Context: an optimization exercise on an open-source flow, tuned for a short achievable clock period and few clock cycles. The choices shown serve that exercise and are no tape-out recipe.
The RTL was checked by simulation tests, not by an equivalence proof against the original design.
The flow treats the clock pin as an ideal source, which a real chip does not have.

==> inputs of run K <==
// cpu
module cpu(
	input wire clk,
	input wire rstn,
	output wire[15:0] inst_addr,
	input wire[31:0] inst_data,
	output wire[18:0] mem_addr,
	output wire[31:0] mem_wdata,
	input wire[31:0] mem_rdata,
	output wire mem_enable,
	output wire[3:0] mem_wea,
	output wire uart_wenable,
	input wire uart_wdone,
	output wire[31:0] uart_wd,
	output wire uart_renable,
	input wire uart_rdone,
	input wire[31:0] uart_rd
);
	localparam OP_LW    = 6'b00_0001;
	localparam OP_SW    = 6'b00_0000;
	localparam OP_LF    = 6'b10_0001;
	localparam OP_LWR   = 6'b01_0001;
	localparam OP_LFR   = 6'b11_0001;
	localparam OP_SF    = 6'b01_0000;
	localparam OP_ADD   = 6'b00_0010;
	localparam OP_SUB   = 6'b00_0011;
	localparam OP_MUL   = 6'b00_0100;
	localparam OP_XOR   = 6'b00_0101;
	localparam OP_ADDI  = 6'b00_1000;
	localparam OP_SI    = 6'b00_1001;
	localparam OP_ORI   = 6'b00_1010;
	localparam OP_FADD  = 6'b11_0010;
	localparam OP_FSUB  = 6'b11_0011;
	localparam OP_FMUL  = 6'b11_0100;
	localparam OP_FDIV  = 6'b11_0101;
	localparam OP_FNEG  = 6'b11_0110;
	localparam OP_FABS  = 6'b11_0111;
	localparam OP_SQRT  = 6'b11_1000;
	localparam OP_FLOOR = 6'b11_1001;
	localparam OP_FTOI  = 6'b01_1010;
	localparam OP_ITOF  = 6'b10_1010;
	localparam OP_MOVF  = 6'b11_1010;
	localparam OP_J     = 6'b00_1011;
	localparam OP_JAL   = 6'b00_1100;
	localparam OP_JALR  = 6'b00_1101;
	localparam OP_SLT   = 6'b00_0111;
	localparam OP_SLTF  = 6'b01_0010;
	localparam OP_BNE   = 6'b10_1100;
	localparam OP_BLE   = 6'b10_1110;
	localparam OP_BEQF  = 6'b01_1100;
	localparam OP_BLTF  = 6'b01_1101;
	localparam OP_OUTB  = 6'b00_1110;
	localparam OP_INF   = 6'b11_1111;
	localparam OP_IN    = 6'b00_1111;
	localparam N_ITOF  = 2;
	localparam N_FLOOR = 2;
	localparam N_MUL   = 2;
	localparam N_FADD  = 3;
	localparam N_FMUL  = 2;
	localparam N_FDIV  = 9;
	localparam N_SQRT  = 9;
	localparam KM = 10;       
	localparam S_ALU = 4'd0, S_MUL = 4'd1, S_FTOI = 4'd2, S_ITOF = 4'd3, S_MEM = 4'd4,
	           S_FADD = 4'd5, S_FMUL = 4'd6, S_FDIV = 4'd7, S_SQRT = 4'd8, S_FLOOR = 4'd9;
  ...
Settings: LEC_CHECK=0, CAP_MARGIN=35, CORE_MARGIN=2, CORE_UTILIZATION=40, SLEW_MARGIN=35, SYNTH_HIERARCHICAL=1; clock period 25.0 ns.
standard.sh (not shown) runs the stock make flow with config.mk's settings and CLKGATE_MAP_FILE= SYNTH_SCRIPT=/design/flow/synth_recipe.tcl, a recipe that flattens the netlist after the stock synthesis.
==> flow/flow/run.sh <==
#!/bin/bash
# Layout flow: the standard synthesis, then the standard ORFS steps with
# their timing repair asked to reach below the clock period (a setup margin;
# the SDC, clock and I/O constraints are the standard flow's, unchanged), without gate
# cloning (its clones can leave small slew/capacitance violations after
# routing), with the port buffers made of ordinary buffers (sizable by the
# repair) rather than delay cells, and with more antenna-repair passes after
# detailed routing.
# Each step's output goes to a log of its own in the work folder.
set -euo pipefail
KNOBS=(SETUP_SLACK_MARGIN=${MARGIN:-18.3} TNS_END_PERCENT=${TNS:-100} SKIP_GATE_CLONING=1
       MAX_REPAIR_ANTENNAS_ITER_DRT=12 "BUFFER_PORTS_ARGS=-buffer_cell sky130_fd_sc_hd__buf_4")
bash standard.sh synth > flow_1_synth.log 2>&1
bash standard.sh "${KNOBS[@]}" floorplan > flow_2_floorplan.log 2>&1
bash standard.sh "${KNOBS[@]}" place > flow_3_place.log 2>&1
bash standard.sh "${KNOBS[@]}" cts > flow_4_cts.log 2>&1
bash standard.sh "${KNOBS[@]}" grt > flow_5_grt.log 2>&1
bash standard.sh "${KNOBS[@]}" finish > flow_6_route_finish.log 2>&1
==> run Z: changes against run K <==
--- a/flow/design.v
+++ b/flow/design.v
@@ -1787,40 +1787,33 @@
 			af = o[4] && o[3:1] != 3'b000;
 			bf = o[4] && o[3:0] != 4'b0001;
 			opkeys = {af, w[20:16], bf, (o[3:0] == 4'b0000 || br) ? w[25:21] : w[15:11]};
 		end
 	endfunction
-	function [5:0] wkey(input [31:0] w);
-		begin
-			wkey = {w[31], w[31:26] == OP_JAL ? 5'd31 : w[25:21]};
-		end
-	endfunction
 	integer j;
 	reg [31:0] f1_pc;
 	reg f1_valid;
 	reg [31:0] f2_pc, f2_pred;
 	reg f2_valid;
-	reg [15:0] ia_r;
-	assign inst_addr = ia_r;
+	reg [15:0] ia_n;
+	assign inst_addr = ~ia_n;
 	reg        btb_v   [0:31];
 	reg [10:0] btb_tag [0:31];
 	reg [15:0] btb_tgt [0:31];
 	reg [1:0]  btb_ty  [0:31];
 	reg [1:0]  btb_ctr [0:31];    
 	reg [5:0]  btb_lh  [0:31];    
 	reg [1:0]  btb_ch  [0:31];    
-	reg        btb_pl  [0:31];    
 	reg [1:0]  pht     [0:63];    
 	reg [31:0] ras_s [0:7];
 	reg [2:0]  ras_sp;
 	reg [31:0] ras_a [0:7];
 	reg [2:0]  ras_ap;
 	reg [31:0] q_inst [0:3];
 	reg [31:0] q_pc   [0:3];
 	reg [31:0] q_pred [0:3];
 	reg [11:0] q_keys [0:3];
-	reg [5:0]  q_wk   [0:3];
 	reg [1:0]  q_head;
 	reg [2:0]  q_cnt;
 	wire [4:0] f1_bi = f1_pc[6:2];
 	wire f1_hit = btb_v[f1_bi] && btb_tag[f1_bi] == f1_pc[17:7];
 	wire [31:0] f1_seq = f1_pc + 32'd4;
@@ -1836,26 +1829,24 @@
 		f1_next = f1_seq;
 		f1_push = 1'b0;
 		f1_pop = 1'b0;
 		if (f1_hit) begin
 			case (btb_ty[f1_bi])
-				T_COND: if (btb_ch[f1_bi][1] ? btb_pl[f1_bi] : btb_ctr[f1_bi][1]) f1_next = f1_btgt;
+				T_COND: if (btb_ch[f1_bi][1] ? pht[btb_lh[f1_bi] ^ {1'b0, f1_bi}][1] : btb_ctr[f1_bi][1]) f1_next = f1_btgt;
 				T_JUMP: f1_next = f1_btgt;
 				T_CALL: begin f1_next = f1_btgt; f1_push = 1'b1; end
 				default: begin f1_next = ras_s_top; f1_pop = 1'b1; end
 			endcase
 		end
 	end
 	wire [2:0] f_occ = q_cnt + {2'b0, f1_valid} + {2'b0, f2_valid};
 	wire f_room = f_occ <= 3'd3;
 	wire [11:0] f2_keys = opkeys(inst_data);
-	wire [5:0] f2_wk = wkey(inst_data);
 	reg d_valid;
 	reg d_el;           
 	reg [31:0] d_inst, d_pc, d_pred;
 	reg [11:0] d_keys;
-	reg [5:0] d_wk;
 	reg [31:0] rf [1:63];
 	reg        iw_v [0:KM];
 	reg [4:0]  iw_r [0:KM];
 	reg [3:0]  iw_s [0:KM];
 	reg        fw_v [0:KM];
@@ -1998,27 +1989,16 @@
 	end
 	wire [4:0] wIdx = c_jal ? 5'd31 : f_rd;
 	wire wr_eff = wr && (wF || wIdx != 5'd0);
 	wire [5:0] w_key = {wF, wIdx};
 	reg [KM:0] a_m, b_m, w_m;
-	wire [11:0] nk_ab = !d_take ? d_keys : q_nonempty ? q_keys[q_head] : f2_keys;
-	wire [5:0] nk_w = !d_take ? d_wk : q_nonempty ? q_wk[q_head] : f2_wk;
-	reg [KM:0] a_mn, b_mn, w_mn;
 	integer jm;
 	always @* begin
-		for (jm = 0; jm < KM; jm = jm + 1) begin
-			a_mn[jm] = nk_ab[11] ? (fw_v[jm + 1] && fw_r[jm + 1] == nk_ab[10:6]) : (iw_v[jm + 1] && iw_r[jm + 1] == nk_ab[10:6]);
-			b_mn[jm] = nk_ab[5] ? (fw_v[jm + 1] && fw_r[jm + 1] == nk_ab[4:0]) : (iw_v[jm + 1] && iw_r[jm + 1] == nk_ab[4:0]);
-			w_mn[jm] = nk_w[5] ? (fw_v[jm + 1] && fw_r[jm + 1] == nk_w[4:0]) : (iw_v[jm + 1] && iw_r[jm + 1] == nk_w[4:0]);
-		end
-		a_mn[KM] = 1'b0;
-		b_mn[KM] = 1'b0;
-		w_mn[KM] = 1'b0;
-		if (issue && wr_eff) begin
-			if (nk_ab[11:6] == w_key) a_mn[k - 4'd1] = 1'b1;
-			if (nk_ab[5:0] == w_key) b_mn[k - 4'd1] = 1'b1;
-			if (nk_w == w_key) w_mn[k - 4'd1] = 1'b1;
+		for (jm = 0; jm <= KM; jm = jm + 1) begin
+			a_m[jm] = aF ? (fw_v[jm] && fw_r[jm] == a_key[4:0]) : (iw_v[jm] && iw_r[jm] == a_key[4:0]);
+			b_m[jm] = bF ? (fw_v[jm] && fw_r[jm] == b_key[4:0]) : (iw_v[jm] && iw_r[jm] == b_key[4:0]);
+			w_m[jm] = wF ? (fw_v[jm] && fw_r[jm] == wIdx) : (iw_v[jm] && iw_r[jm] == wIdx);
 		end
 	end
 	wire a_far = |a_m[KM:2];                  
 	wire b_far = |b_m[KM:2];
 	wire [3:0] a_s1 = aF ? fw_s[1] : iw_s[1];    
@@ -2120,15 +2100,12 @@
 	wire [5:0] bu_lh = btb_lh[bu_idx];
 	wire [1:0] bu_ch = btb_ch[bu_idx];
 	reg [5:0] bu_lhd;    
 	wire [5:0] bu_pi = bu_lhd ^ {1'b0, bu_idx};
 	wire [1:0] bu_pht = pht[bu_pi];
-	reg pu_v, pu_taken, pu_b;
-	reg [5:0] pu_pi, pu_npi;
-	reg [4:0] pu_idx;
-	wire [1:0] pu_pht = pht[pu_pi];
-	wire [1:0] pu_npht = pu_npi == pu_pi ? cnt(pu_pht, pu_taken) : pht[pu_npi];
+	reg pu_v, pu_taken;
+	reg [5:0] pu_pi;
 	function [1:0] cnt(input [1:0] c, input up);
 		begin
 			cnt = up ? (c == 2'b11 ? 2'b11 : c + 2'b01) : (c == 2'b00 ? 2'b00 : c - 2'b01);
 		end
 	endfunction
@@ -2206,17 +2183,14 @@
 		push_idx <= ras_sp;
 		push_val <= f1_seq;
 		mem_addr_r <= el_go ? el_addr : agu;
 		mem_wdata_r <= b_cap;
 		uart_wd_r <= a_capi;
-		ia_r <= !rstn ? 16'hffff : f1_pc_n[17:2];
+		ia_n <= ~f1_pc_n[17:2];
 		if (issue && c_jal) ras_a[ras_ap] <= pc4;
 		pu_pi <= bu_pi;
 		pu_taken <= bu_taken;
-		pu_npi <= bu_new_lh ^ {1'b0, bu_idx};
-		pu_idx <= bu_idx;
-		if (pu_b) btb_pl[pu_idx] <= pu_npht[1];
 		bu_idx <= d_bi;
 		bu_lhd <= btb_lh[d_bi];
 		bu_tag <= d_pc[17:7];
 		bu_tgt <= c_br ? btgt[17:2] : jtgt[17:2];
 		bu_ty <= c_br ? T_COND : c_jalr ? T_RET : c_jal ? T_CALL : T_JUMP;
@@ -2232,26 +2206,23 @@
 		if (f2_valid) begin
 			q_inst[q_tail] <= inst_data;
 			q_pc[q_tail] <= f2_pc;
 			q_pred[q_tail] <= f2_pred;
 			q_keys[q_tail] <= f2_keys;
-			q_wk[q_tail] <= f2_wk;
 		end
 		d_el <= d_take && q_nonempty && el_go;
 		if (d_take) begin
 			if (q_nonempty) begin
 				d_inst <= q_inst[q_head];
 				d_pc <= q_pc[q_head];
 				d_pred <= q_pred[q_head];
 				d_keys <= q_keys[q_head];
-				d_wk <= q_wk[q_head];
 			end else begin
 				d_inst <= inst_data;
 				d_pc <= f2_pc;
 				d_pred <= f2_pred;
 				d_keys <= f2_keys;
-				d_wk <= f2_wk;
 			end
 		end
 		if (f1_valid) begin
 			f2_pc <= f1_pc;
 			f2_pred <= f1_next;
@@ -2261,29 +2232,25 @@
 		end else if (push_r) begin
 			ras_s[push_idx] <= push_val;
 		end
 		if (!rstn) begin
 			f1_pc <= 32'h0;
-			f1_valid <= 1'b0;
+			f1_valid <= 1'b1;
 			f2_valid <= 1'b0;
 			q_cnt <= 3'd0;
 			q_head <= 2'd0;
 			d_valid <= 1'b0;
 			ras_sp <= 3'd0;
 			ras_ap <= 3'd0;
 			sl_v <= 1'b0;
 			fast_r <= 1'b0;
-			a_m <= {(KM+1){1'b0}};
-			b_m <= {(KM+1){1'b0}};
-			w_m <= {(KM+1){1'b0}};
 			push_r <= 1'b0;
 			rc_v <= 1'b0;
 			pc_v <= 1'b0;
 			for (j = 1; j <= 8; j = j + 1) fl_v[j] <= 1'b0;
 			bu_v <= 1'b0;
 			pu_v <= 1'b0;
-			pu_b <= 1'b0;
 			for (j = 0; j < 32; j = j + 1) btb_v[j] <= 1'b0;
 			for (j = 0; j < 64; j = j + 1) pht[j] <= 2'b01;
 			for (j = 0; j <= KM; j = j + 1) begin
 				iw_v[j] <= 1'b0;
 				fw_v[j] <= 1'b0;
@@ -2326,15 +2293,11 @@
 			if (issue && c_jal) ras_ap <= ras_ap + 3'd1;
 			else if (issue && c_jalr) ras_ap <= ras_ap - 3'd1;
 			bu_v <= issue && (c_br || c_j || c_jalr);
 			if (bu_v) btb_v[bu_idx] <= 1'b1;
 			pu_v <= bu_v && bu_hit;
-			pu_b <= bu_v;
-			if (pu_v) pht[pu_pi] <= cnt(pu_pht, pu_taken);
-			a_m <= a_mn;
-			b_m <= b_mn;
-			w_m <= w_mn;
+			if (pu_v) pht[pu_pi] <= cnt(pht[pu_pi], pu_taken);
 			for (j = 1; j < 8; j = j + 1) begin
 				fl_v[j + 1] <= fl_v[j] && !(issue && wr_eff && w_key == fl_k[j]);
 				fl_k[j + 1] <= fl_k[j];
 				fl_p[j + 1] <= fl_p[j];
 			end
--- a/flow/flow/run.sh
+++ b/flow/flow/run.sh
@@ -6,11 +6,11 @@
 # routing), with the port buffers made of ordinary buffers (sizable by the
 # repair) rather than delay cells, and with more antenna-repair passes after
 # detailed routing.
 # Each step's output goes to a log of its own in the work folder.
 set -euo pipefail
-KNOBS=(SETUP_SLACK_MARGIN=${MARGIN:-18.3} TNS_END_PERCENT=${TNS:-100} SKIP_GATE_CLONING=1
+KNOBS=(SETUP_SLACK_MARGIN=${MARGIN:-18.3} TNS_END_PERCENT=${TNS:-30} SKIP_GATE_CLONING=1
        MAX_REPAIR_ANTENNAS_ITER_DRT=12 "BUFFER_PORTS_ARGS=-buffer_cell sky130_fd_sc_hd__buf_4")
 bash standard.sh synth > flow_1_synth.log 2>&1
 bash standard.sh "${KNOBS[@]}" floorplan > flow_2_floorplan.log 2>&1
 bash standard.sh "${KNOBS[@]}" place > flow_3_place.log 2>&1
 bash standard.sh "${KNOBS[@]}" cts > flow_4_cts.log 2>&1
==> run D: changes against run K <==
--- a/flow/design.v
+++ b/flow/design.v
@@ -1787,22 +1787,17 @@
 			af = o[4] && o[3:1] != 3'b000;
 			bf = o[4] && o[3:0] != 4'b0001;
 			opkeys = {af, w[20:16], bf, (o[3:0] == 4'b0000 || br) ? w[25:21] : w[15:11]};
 		end
 	endfunction
-	function [5:0] wkey(input [31:0] w);
-		begin
-			wkey = {w[31], w[31:26] == OP_JAL ? 5'd31 : w[25:21]};
-		end
-	endfunction
 	integer j;
 	reg [31:0] f1_pc;
 	reg f1_valid;
 	reg [31:0] f2_pc, f2_pred;
 	reg f2_valid;
-	reg [15:0] ia_r;
-	assign inst_addr = ia_r;
+	reg [15:0] ia_n;
+	assign inst_addr = ~ia_n;
 	reg        btb_v   [0:31];
 	reg [10:0] btb_tag [0:31];
 	reg [15:0] btb_tgt [0:31];
 	reg [1:0]  btb_ty  [0:31];
 	reg [1:0]  btb_ctr [0:31];    
@@ -1816,11 +1811,10 @@
 	reg [2:0]  ras_ap;
 	reg [31:0] q_inst [0:3];
 	reg [31:0] q_pc   [0:3];
 	reg [31:0] q_pred [0:3];
 	reg [11:0] q_keys [0:3];
-	reg [5:0]  q_wk   [0:3];
 	reg [1:0]  q_head;
 	reg [2:0]  q_cnt;
 	wire [4:0] f1_bi = f1_pc[6:2];
 	wire f1_hit = btb_v[f1_bi] && btb_tag[f1_bi] == f1_pc[17:7];
 	wire [31:0] f1_seq = f1_pc + 32'd4;
@@ -1846,16 +1840,14 @@
 		end
 	end
 	wire [2:0] f_occ = q_cnt + {2'b0, f1_valid} + {2'b0, f2_valid};
 	wire f_room = f_occ <= 3'd3;
 	wire [11:0] f2_keys = opkeys(inst_data);
-	wire [5:0] f2_wk = wkey(inst_data);
 	reg d_valid;
 	reg d_el;           
 	reg [31:0] d_inst, d_pc, d_pred;
 	reg [11:0] d_keys;
-	reg [5:0] d_wk;
 	reg [31:0] rf [1:63];
 	reg        iw_v [0:KM];
 	reg [4:0]  iw_r [0:KM];
 	reg [3:0]  iw_s [0:KM];
 	reg        fw_v [0:KM];
@@ -1998,27 +1990,16 @@
 	end
 	wire [4:0] wIdx = c_jal ? 5'd31 : f_rd;
 	wire wr_eff = wr && (wF || wIdx != 5'd0);
 	wire [5:0] w_key = {wF, wIdx};
 	reg [KM:0] a_m, b_m, w_m;
-	wire [11:0] nk_ab = !d_take ? d_keys : q_nonempty ? q_keys[q_head] : f2_keys;
-	wire [5:0] nk_w = !d_take ? d_wk : q_nonempty ? q_wk[q_head] : f2_wk;
-	reg [KM:0] a_mn, b_mn, w_mn;
 	integer jm;
 	always @* begin
-		for (jm = 0; jm < KM; jm = jm + 1) begin
-			a_mn[jm] = nk_ab[11] ? (fw_v[jm + 1] && fw_r[jm + 1] == nk_ab[10:6]) : (iw_v[jm + 1] && iw_r[jm + 1] == nk_ab[10:6]);
-			b_mn[jm] = nk_ab[5] ? (fw_v[jm + 1] && fw_r[jm + 1] == nk_ab[4:0]) : (iw_v[jm + 1] && iw_r[jm + 1] == nk_ab[4:0]);
-			w_mn[jm] = nk_w[5] ? (fw_v[jm + 1] && fw_r[jm + 1] == nk_w[4:0]) : (iw_v[jm + 1] && iw_r[jm + 1] == nk_w[4:0]);
-		end
-		a_mn[KM] = 1'b0;
-		b_mn[KM] = 1'b0;
-		w_mn[KM] = 1'b0;
-		if (issue && wr_eff) begin
-			if (nk_ab[11:6] == w_key) a_mn[k - 4'd1] = 1'b1;
-			if (nk_ab[5:0] == w_key) b_mn[k - 4'd1] = 1'b1;
-			if (nk_w == w_key) w_mn[k - 4'd1] = 1'b1;
+		for (jm = 0; jm <= KM; jm = jm + 1) begin
+			a_m[jm] = aF ? (fw_v[jm] && fw_r[jm] == a_key[4:0]) : (iw_v[jm] && iw_r[jm] == a_key[4:0]);
+			b_m[jm] = bF ? (fw_v[jm] && fw_r[jm] == b_key[4:0]) : (iw_v[jm] && iw_r[jm] == b_key[4:0]);
+			w_m[jm] = wF ? (fw_v[jm] && fw_r[jm] == wIdx) : (iw_v[jm] && iw_r[jm] == wIdx);
 		end
 	end
 	wire a_far = |a_m[KM:2];                  
 	wire b_far = |b_m[KM:2];
 	wire [3:0] a_s1 = aF ? fw_s[1] : iw_s[1];    
@@ -2206,11 +2187,11 @@
 		push_idx <= ras_sp;
 		push_val <= f1_seq;
 		mem_addr_r <= el_go ? el_addr : agu;
 		mem_wdata_r <= b_cap;
 		uart_wd_r <= a_capi;
-		ia_r <= !rstn ? 16'hffff : f1_pc_n[17:2];
+		ia_n <= ~f1_pc_n[17:2];
 		if (issue && c_jal) ras_a[ras_ap] <= pc4;
 		pu_pi <= bu_pi;
 		pu_taken <= bu_taken;
 		pu_npi <= bu_new_lh ^ {1'b0, bu_idx};
 		pu_idx <= bu_idx;
@@ -2232,26 +2213,23 @@
 		if (f2_valid) begin
 			q_inst[q_tail] <= inst_data;
 			q_pc[q_tail] <= f2_pc;
 			q_pred[q_tail] <= f2_pred;
 			q_keys[q_tail] <= f2_keys;
-			q_wk[q_tail] <= f2_wk;
 		end
 		d_el <= d_take && q_nonempty && el_go;
 		if (d_take) begin
 			if (q_nonempty) begin
 				d_inst <= q_inst[q_head];
 				d_pc <= q_pc[q_head];
 				d_pred <= q_pred[q_head];
 				d_keys <= q_keys[q_head];
-				d_wk <= q_wk[q_head];
 			end else begin
 				d_inst <= inst_data;
 				d_pc <= f2_pc;
 				d_pred <= f2_pred;
 				d_keys <= f2_keys;
-				d_wk <= f2_wk;
 			end
 		end
 		if (f1_valid) begin
 			f2_pc <= f1_pc;
 			f2_pred <= f1_next;
@@ -2261,22 +2239,19 @@
 		end else if (push_r) begin
 			ras_s[push_idx] <= push_val;
 		end
 		if (!rstn) begin
 			f1_pc <= 32'h0;
-			f1_valid <= 1'b0;
+			f1_valid <= 1'b1;
 			f2_valid <= 1'b0;
 			q_cnt <= 3'd0;
 			q_head <= 2'd0;
 			d_valid <= 1'b0;
 			ras_sp <= 3'd0;
 			ras_ap <= 3'd0;
 			sl_v <= 1'b0;
 			fast_r <= 1'b0;
-			a_m <= {(KM+1){1'b0}};
-			b_m <= {(KM+1){1'b0}};
-			w_m <= {(KM+1){1'b0}};
 			push_r <= 1'b0;
 			rc_v <= 1'b0;
 			pc_v <= 1'b0;
 			for (j = 1; j <= 8; j = j + 1) fl_v[j] <= 1'b0;
 			bu_v <= 1'b0;
@@ -2328,13 +2303,10 @@
 			bu_v <= issue && (c_br || c_j || c_jalr);
 			if (bu_v) btb_v[bu_idx] <= 1'b1;
 			pu_v <= bu_v && bu_hit;
 			pu_b <= bu_v;
 			if (pu_v) pht[pu_pi] <= cnt(pu_pht, pu_taken);
-			a_m <= a_mn;
-			b_m <= b_mn;
-			w_m <= w_mn;
 			for (j = 1; j < 8; j = j + 1) begin
 				fl_v[j + 1] <= fl_v[j] && !(issue && wr_eff && w_key == fl_k[j]);
 				fl_k[j + 1] <= fl_k[j];
 				fl_p[j + 1] <= fl_p[j];
 			end
==> flow/flow/run.sh (replaced) <==
#!/bin/bash
# Layout flow: the standard synthesis, then the standard ORFS steps with
# their timing repair asked to reach below the clock period (a setup margin;
# the SDC, clock and I/O constraints are the standard flow's, unchanged), without gate
# cloning (its clones can leave small slew/capacitance violations after
# routing), with the port buffers made of ordinary buffers (sizable by the
# repair) rather than delay cells, with the clock pin at the middle of an edge
# (flow/clkpin.tcl), and with more antenna-repair passes after detailed routing.
# Each step's output goes to a log of its own in the work folder.
set -euo pipefail
KNOBS=(SETUP_SLACK_MARGIN=${MARGIN:-18.3} TNS_END_PERCENT=${TNS:-100} SKIP_GATE_CLONING=1
       MAX_REPAIR_ANTENNAS_ITER_DRT=12 "BUFFER_PORTS_ARGS=-buffer_cell sky130_fd_sc_hd__buf_4"
       "PRE_IO_PLACEMENT_TCL=$PWD/flow/clkpin.tcl")
bash standard.sh synth > flow_1_synth.log 2>&1
bash standard.sh "${KNOBS[@]}" floorplan > flow_2_floorplan.log 2>&1
bash standard.sh "${KNOBS[@]}" place > flow_3_place.log 2>&1
bash standard.sh "${KNOBS[@]}" cts > flow_4_cts.log 2>&1
bash standard.sh "${KNOBS[@]}" grt > flow_5_grt.log 2>&1
bash standard.sh "${KNOBS[@]}" finish > flow_6_route_finish.log 2>&1
==> flow/flow/clkpin.tcl (new file) <==
# The clock pin goes at the middle of the top edge, the nearest edge point to
# the clock tree's root at the middle of the core, instead of wherever the pin
# placer would put it (a corner, in earlier layouts).
set die [ord::get_die_area]
set xl [lindex $die 0]
set xh [lindex $die 2]
set w [expr {$xh - $xl}]
set_io_pin_constraint -pin_names {clk} \
  -region [format "top:%.2f-%.2f" [expr {$xl + 0.49 * $w}] [expr {$xl + 0.51 * $w}]]
- CORE_UTILIZATION: 40 -> 50
==> qor summary <==
metric                                                    run D         run Z         run K
Result of the run                      timing/DRC/antenna clean  timing/DRC/antenna clean  timing/DRC/antenna clean
ANT cells                                                   408           369           558
Worst Path Class, Setup                              reg -> reg    reg -> out    reg -> out
Number of flip-flops and latches                          8,715         8,674         8,765
Area Overhead vs Synth                                    9.32%         9.88%         10.1%
First-pass GRT wire length                         3,450,000 um  3,270,000 um  3,300,000 um
Area used by sequential logic in the layout         224,000 um2   223,000 um2   226,000 um2
First-pass iteration count of the detailed router            10             7            10
Maximum fanout along the worst path                          31             1             1
Cell area after layout                              697,000 um2   700,000 um2   703,000 um2
Gate count after technology mapping                      56,400        56,300        57,100
Vias/cell                                                  6.20          5.80          5.78
Testbench counts of run K, summed over its fixed seeds: cycles 118,301.
Testbench counts of run Z, summed over its fixed seeds: cycles 118,261.
Testbench counts of run D, summed over its fixed seeds: cycles 118,261.

what the ideal ports hide:
How much do the figures lean on ideal ports? The routed layouts below were timed once more, with nothing changed but the port constraints. Step 1: set_driving_cell puts a clkbuf_16 on clk and a buf_2 on each other input, an assumption about the parent block. Step 2 adds t to the input delays and takes it off the output delays; t is the mean of the earliest and latest rising clock arrival at the registers after step 1. Input paths then give back, and output paths get back, about the clock's delay inside the block. a / b / c = ideal ports / drivers / drivers and shift; a / b = the first two.
| run | t (ns) | setup slack, ns | cell pins on the clock port's net |
|---|---|---|---|
| run K | 1.433 | 17.930 / 17.741 / 17.005 | 1 |
| run Z | 1.445 | 17.924 / 17.738 / 16.772 | 1 |
| run D | 1.376 | 17.882 / 17.834 / 16.736 | 1 |
After both steps every run listed still meets setup and hold. The setup slack of run Z, which loses most, moves by -0.186 ns with the drivers and by -1.152 ns with both steps.
